Source: an optimization exercise on an open RTL-to-GDS flow (aim: small area, a short achievable clock period and few clock cycles per item). Production flows keep margins and buffers that such runs may drop.
Where RTL was checked, it was by simulation tests only, not by an equivalence proof against the original.
No activity file was given, so power comes from the tool's default toggle rates.

==> flow/design.v <==
`timescale 1ns / 1ps
module SequentialNonrestoringDivider128Bit(
    input  [127:0] dividend_q,
    input  [127:0] divisor_m,
    input          clk,
    input          reset_n,
    output [127:0] quotient,
    output [127:0] remainder,
    output         done
    );
    reg [127:0] r;       
    reg [127:0] q;       
    reg [7:0]   cnt;     
    reg         skip;    
    reg [127:0] d;       
    wire [15:0] nz;
    wire [15:0] hi;
    genvar k;
    generate
        for (k = 0; k < 16; k = k + 1) begin : g_nz
            assign nz[k] = |d[8*k+7:8*k];
        end
        for (k = 0; k < 16; k = k + 1) begin : g_hi
            if (k == 15) begin : g_top
                assign hi[k] = 1'b0;
            end else begin : g_or
                assign hi[k] = |nz[15:k+1];
            end
        end
    endgenerate
    wire [127:0] a  = {r[126:0], q[127]};
    wire [127:0] g0 = a & ~d;
    wire [127:0] p0 = a | ~d;
    wire [127:0] x0 = a ^ ~d;
    wire [127:0] gl [0:7];
    wire [127:0] pl [0:7];
    assign gl[0] = {g0[127:1], g0[0] | p0[0]};   
    assign pl[0] = p0;
    genvar l, i;
    generate
        for (l = 0; l < 7; l = l + 1) begin : g_lvl
            for (i = 0; i < 128; i = i + 1) begin : g_bit
                if ((i >> l) & 1) begin : g_node
                    assign gl[l+1][i] = gl[l][i] | (pl[l][i] & gl[l][((i >> l) << l) - 1]);
                    assign pl[l+1][i] = pl[l][i] & pl[l][((i >> l) << l) - 1];
                end else begin : g_pass
                    assign gl[l+1][i] = gl[l][i];
                    assign pl[l+1][i] = pl[l][i];
                end
            end
        end
    endgenerate
    wire [127:0] diff = x0 ^ {gl[7][126:0], 1'b1};
    wire         qbit = r[127] | gl[7][127];
    always @(posedge clk or negedge reset_n) begin
        if (!reset_n)
            cnt <= 8'd0;
        else if (!cnt[7])
            cnt <= skip ? cnt + 8'd8 : cnt + 8'd1;
    end
    always @(posedge clk)
        d <= divisor_m;
    always @(posedge clk) begin
        if (!reset_n) begin
            r    <= 128'd0;
            q    <= dividend_q;
            skip <= |divisor_m[127:8];
        end else if (!cnt[7]) begin
            if (skip) begin
                {r, q} <= {r[119:0], q, 8'd0};
                skip   <= hi[cnt[6:3] + 4'd1];
            end else begin
                r    <= qbit ? diff : {r[126:0], q[127]};
                q    <= {q[126:0], qbit};
                skip <= 1'b0;
            end
        end
    end
    assign done      = cnt[7];
    assign quotient  = q;
    assign remainder = r;
endmodule
clock: 5.5 ns
lec_check: 0
abc_clock_period_in_ps: 2500
cap_margin: 20
core_margin: 2
core_utilization: 40
setup_slack_margin: 2.0
slew_margin: 20
standard.sh (not shown) runs the stock make flow with config.mk's settings and CLKGATE_MAP_FILE= SYNTH_SCRIPT=/design/flow/synth_recipe.tcl, a recipe that flattens the netlist after the stock synthesis.
==> flow/flow/run.sh <==
#!/bin/bash
# The standard layout, except that the input and output ports are buffered with
# buf_1 cells (resizable later) instead of the delay buffer buffer_ports picks.
set -euo pipefail
export BUFFER_PORTS_ARGS="-buffer_cell sky130_fd_sc_hd__buf_1"
bash standard.sh > standard_flow.log 2>&1
==> next run, changes <==
==> flow/design.v (replaced) <==
`timescale 1ns / 1ps
module SequentialNonrestoringDivider128Bit(
    input  [127:0] dividend_q,
    input  [127:0] divisor_m,
    input          clk,
    input          reset_n,
    output [127:0] quotient,
    output [127:0] remainder,
    output         done
    );
    reg [127:0] r;       
    reg [127:0] q;       
    reg [7:0]   cnt;     
    reg         skip;    
    reg [127:0] d;       
    wire [15:0] nz;
    wire [15:0] hi;
    genvar k;
    generate
        for (k = 0; k < 16; k = k + 1) begin : g_nz
            assign nz[k] = |d[8*k+7:8*k];
        end
        for (k = 0; k < 16; k = k + 1) begin : g_hi
            if (k == 15) begin : g_top
                assign hi[k] = 1'b0;
            end else begin : g_or
                assign hi[k] = |nz[15:k+1];
            end
        end
    endgenerate
    wire [128:0] diff = {r, q[127]} - {1'b0, d};
    wire         qbit = ~diff[128];
    always @(posedge clk or negedge reset_n) begin
        if (!reset_n)
            cnt <= 8'd0;
        else if (!cnt[7])
            cnt <= skip ? cnt + 8'd8 : cnt + 8'd1;
    end
    always @(posedge clk)
        d <= divisor_m;
    always @(posedge clk) begin
        if (!reset_n) begin
            r    <= 128'd0;
            q    <= dividend_q;
            skip <= |divisor_m[127:8];
        end else if (!cnt[7]) begin
            if (skip) begin
                {r, q} <= {r[119:0], q, 8'd0};
                skip   <= hi[cnt[6:3] + 4'd1];
            end else begin
                r    <= qbit ? diff[127:0] : {r[126:0], q[127]};
                q    <= {q[126:0], qbit};
                skip <= 1'b0;
            end
        end
    end
    assign done      = cnt[7];
    assign quotient  = q;
    assign remainder = r;
endmodule
Effect: First-iteration DRC count drops by 2.6%; hold slack improved by 0.0098 ns; global-route usage rises by 0.41 points; cell area decreases by about 3%; wire length rises by about 4.5%; total power is lower by 1.9%; flip-flop and latch count is unchanged; die area grows by 2.6%; final cell count grows by about 5%; clock-buffer cell count is higher by 10.
No run of this note included a check of the RTL's function; only the layout flow was run.

* * *

## rev 12
SequentialNonrestoringDivider128Bit, a different RTL version from the one above (not shown whole).
Size in the first run: about 270 flip-flops, about 520 I/O pins, about 0.019 sq mm of cells after synthesis.
==> module SequentialNonrestoringDivider128Bit, before the edit <==
module SequentialNonrestoringDivider128Bit(
    input  [127:0] dividend_q,
    input  [127:0] divisor_m,
    input          clk,
    input          reset_n,
    output [127:0] quotient,
    output [127:0] remainder,
    output         done
    );
    reg [127:0] r;       
    reg [127:0] q;       
    reg [7:0]   cnt;     
    reg         skip;    
    wire [15:0] nz;
    wire [15:0] hi;
    genvar k;
    generate
        for (k = 0; k < 16; k = k + 1) begin : g_nz
            assign nz[k] = |divisor_m[8*k+7:8*k];
        end
        for (k = 0; k < 16; k = k + 1) begin : g_hi
            if (k == 15) begin : g_top
                assign hi[k] = 1'b0;
            end else begin : g_or
                assign hi[k] = |nz[15:k+1];
            end
        end
    endgenerate
    wire [127:0] a  = {r[126:0], q[127]};
    wire [127:0] g0 = a & ~divisor_m;
    wire [127:0] x0 = a ^ ~divisor_m;
    wire [127:0] gl [0:7];
    wire [127:0] pl [0:7];
    assign gl[0] = {g0[127:1], a[0] | ~divisor_m[0]};      
    assign pl[0] = x0;                            
    genvar l, i;
    generate
        for (l = 0; l < 7; l = l + 1) begin : g_lvl
            for (i = 0; i < 128; i = i + 1) begin : g_bit
                if ((i >> l) & 1) begin : g_node
                    assign gl[l+1][i] = gl[l][i] | (pl[l][i] & gl[l][((i >> l) << l) - 1]);
                    assign pl[l+1][i] = pl[l][i] & pl[l][((i >> l) << l) - 1];
                end else begin : g_pass
                    assign gl[l+1][i] = gl[l][i];
                    assign pl[l+1][i] = pl[l][i];
                end
            end
        end
    endgenerate
    wire [127:0] diff = {x0[127:1] ^ gl[7][126:0], a[0] ^ divisor_m[0]};
    wire         qbit = r[127] | gl[7][127];
    always @(posedge clk or negedge reset_n) begin
        if (!reset_n)
            cnt <= 8'd0;
        else if (!cnt[7])
            cnt <= skip ? cnt + 8'd8 : cnt + 8'd1;
    end
    wire         step  = reset_n & ~cnt[7] & ~skip;
    wire         shift = reset_n & ~cnt[7] & skip;
    wire         hold  = reset_n & cnt[7];
    wire         take  = step & qbit;
    wire [127:0] r_alt = ({128{step}}  & {r[126:0], q[127]}) |
                         ({128{shift}} & {r[119:0], q[127:120]}) |
                         ({128{hold}}  & r);
    wire [127:0] r_nxt = take ? diff : r_alt;
    always @(posedge clk)
        r <= r_nxt;
    wire [127:0] q_nxt = ({128{~reset_n}} & dividend_q) |
                         ({128{step}}     & {q[126:0], qbit}) |
                         ({128{shift}}    & {q[119:0], 8'd0}) |
                         ({128{hold}}     & q);
    always @(posedge clk)
        q <= q_nxt;
    always @(posedge clk) begin
        if (!reset_n)
            skip <= |divisor_m[127:8];
        else if (!cnt[7])
            skip <= skip & hi[cnt[6:3] + 4'd1];
    end
    assign done      = cnt[7];
    assign quotient  = q;
    assign remainder = r;
endmodule
==> flow/config.mk <==
export PLATFORM = sky130hd
export DESIGN_NAME = SequentialNonrestoringDivider128Bit
export DESIGN_NICKNAME = SequentialNonrestoringDivider128Bit
export VERILOG_FILES = /design/flow/design.v
export SDC_FILE = /design/flow/constraint.sdc
export NUM_CORES = 4
export LEC_CHECK = 0
export CAP_MARGIN = 20
export CORE_MARGIN = 2
export CORE_UTILIZATION = 60
export CTS_BUF_LIST = sky130_fd_sc_hd__clkbuf_8
export SETUP_SLACK_MARGIN = 2.5
export SLEW_MARGIN = 20
==> flow/constraint.sdc <==
create_clock -name core_clock -period 5.5 [get_ports {clk}]
set_input_delay 1.1000 -clock core_clock [delete_from_list [all_inputs] [get_ports {clk}]]
set_output_delay 1.1000 -clock core_clock [all_outputs]
set_load 0.01 [all_outputs]
Scripts as last shown in full above: flow/flow/run.sh
Rev 12 finished end to end and its layout was clean on timing, DRC and antenna.
Testbench counts of rev 12, summed over its fixed seeds: cycles 29,684, items 384.
#### Input delta (rev 13 over rev 12)
==> flow/design.v, changed modules only <==
module SequentialNonrestoringDivider128Bit(
    input  [127:0] dividend_q,
    input  [127:0] divisor_m,
    input          clk,
    input          reset_n,
    output [127:0] quotient,
    output [127:0] remainder,
    output         done
    );
    reg [127:0] r;       
    reg [127:0] q;       
    reg [7:0]   cnt;     
    reg         s16;     
    reg         s4;      
    wire [39:0] h4;
    assign h4[39:32] = 8'd0;
    genvar k;
    generate
        for (k = 31; k >= 0; k = k - 1) begin : g_h4
            assign h4[k] = h4[k+1] | (|divisor_m[4*k+3:4*k]);
        end
    endgenerate
    wire [4:0] t_nxt = cnt[6:2] + (s16 ? 5'd4 : 5'd1);
    wire [127:0] a  = {r[126:0], q[127]};
    wire [127:0] g0 = a & ~divisor_m;
    wire [127:0] x0 = a ^ ~divisor_m;
    wire [127:0] gl [0:7];
    wire [127:0] pl [0:7];
    assign gl[0] = {g0[127:1], a[0] | ~divisor_m[0]};      
    assign pl[0] = x0;                            
    genvar l, i;
    generate
        for (l = 0; l < 7; l = l + 1) begin : g_lvl
            for (i = 0; i < 128; i = i + 1) begin : g_bit
                if ((i >> l) & 1) begin : g_node
                    assign gl[l+1][i] = gl[l][i] | (pl[l][i] & gl[l][((i >> l) << l) - 1]);
                    assign pl[l+1][i] = pl[l][i] & pl[l][((i >> l) << l) - 1];
                end else begin : g_pass
                    assign gl[l+1][i] = gl[l][i];
                    assign pl[l+1][i] = pl[l][i];
                end
            end
        end
    endgenerate
    wire [127:0] diff = {x0[127:1] ^ gl[7][126:0], a[0] ^ divisor_m[0]};
    wire         qbit = r[127] | gl[7][127];
    always @(posedge clk or negedge reset_n) begin
        if (!reset_n)
            cnt <= 8'd0;
        else if (!cnt[7])
            cnt <= s16 ? cnt + 8'd16 : s4 ? cnt + 8'd4 : cnt + 8'd1;
    end
    wire         run   = reset_n & ~cnt[7];
    wire         step  = run & ~s16 & ~s4;
    wire         sh16  = run & s16;
    wire         sh4   = run & ~s16 & s4;
    wire         hold  = reset_n & cnt[7];
    wire         take  = step & qbit;
    wire [127:0] r_alt = ({128{step}} & {r[126:0], q[127]}) |
                         ({128{sh16}} & {r[111:0], q[127:112]}) |
                         ({128{sh4}}  & {r[123:0], q[127:124]}) |
                         ({128{hold}} & r);
    wire [127:0] r_nxt = take ? diff : r_alt;
    always @(posedge clk)
        r <= r_nxt;
    wire [127:0] q_nxt = ({128{~reset_n}} & dividend_q) |
                         ({128{step}}     & {q[126:0], qbit}) |
                         ({128{sh16}}     & {q[111:0], 16'd0}) |
                         ({128{sh4}}      & {q[123:0], 4'd0}) |
                         ({128{hold}}     & q);
    always @(posedge clk)
        q <= q_nxt;
    always @(posedge clk) begin
        if (!reset_n) begin
            s16 <= |divisor_m[127:16];
            s4  <= |divisor_m[127:4];
        end else if (!cnt[7]) begin
            s16 <= (s16 | s4) & h4[t_nxt + 6'd4];
            s4  <= (s16 | s4) & h4[t_nxt + 6'd1];
        end
    end
    assign done      = cnt[7];
    assign quotient  = q;
    assign remainder = r;
endmodule
Findings:
Relative to rev 12, gate count after technology mapping has decreased by 94 in rev 13.
Rev 12 → rev 13: total global-route track usage went up by 2.7 points, I/O pin count held steady, total placed cells including tap cells now sits lower, net switching power figure decreased 1.2 mW, fraction of layout cells with a size suffix above 1 shrank by 1.5 points.
The cell type of the slowest stage on the worst timing path comes out a221o_1 in one run and fa_2 in the other, namely in rev 12 and rev 13 respectively.
Summary: area of the placeable core, rev 13 worse than rev 12
Going from rev 12 to rev 13, post-synthesis compound-gate area fraction higher, portion of total power attributed to the clock network higher.
Taking rev 13 over rev 12, the met3 wire length ratio works out to 1.4.
Testbench counts of rev 13, summed over its fixed seeds: cycles 27,948, items 384.

what the ideal ports hide:
How much do the figures lean on ideal ports? The routed layouts below were timed once more, with nothing changed but the port constraints.
Step 1 (the two cells are an assumption about what drives the block):
set clk [get_ports {clk}]
set_driving_cell -lib_cell sky130_fd_sc_hd__clkbuf_16 $clk
set_driving_cell -lib_cell sky130_fd_sc_hd__buf_2 [delete_from_list [all_inputs] $clk]
Step 2 adds t to the input delays and takes it off the output delays; t is the mean of the earliest and latest rising clock arrival at the registers after step 1. Input paths then give back, and output paths get back, about the clock's delay inside the block.
a / b / c = ideal / step 1 / step 2; a / b = the first two.
run	t (ns)	setup WS [ns]	worst register clock-pin slew, ns
the first run of note 1	0.650	1.744 / 1.744 / 1.450	0.07 / 0.07
the second run of note 1	0.652	1.307 / 1.307 / 1.307	0.07 / 0.07
rev 12	0.631	1.614 / 1.641 / 1.010	0.07 / 0.07
rev 13	0.661	1.588 / 1.603 / 0.942	0.07 / 0.07
After both steps setup and hold are still met in every run listed. The setup slack of rev 13, which loses most, moves by +0.015 ns with the drivers and by -0.646 ns with both steps.
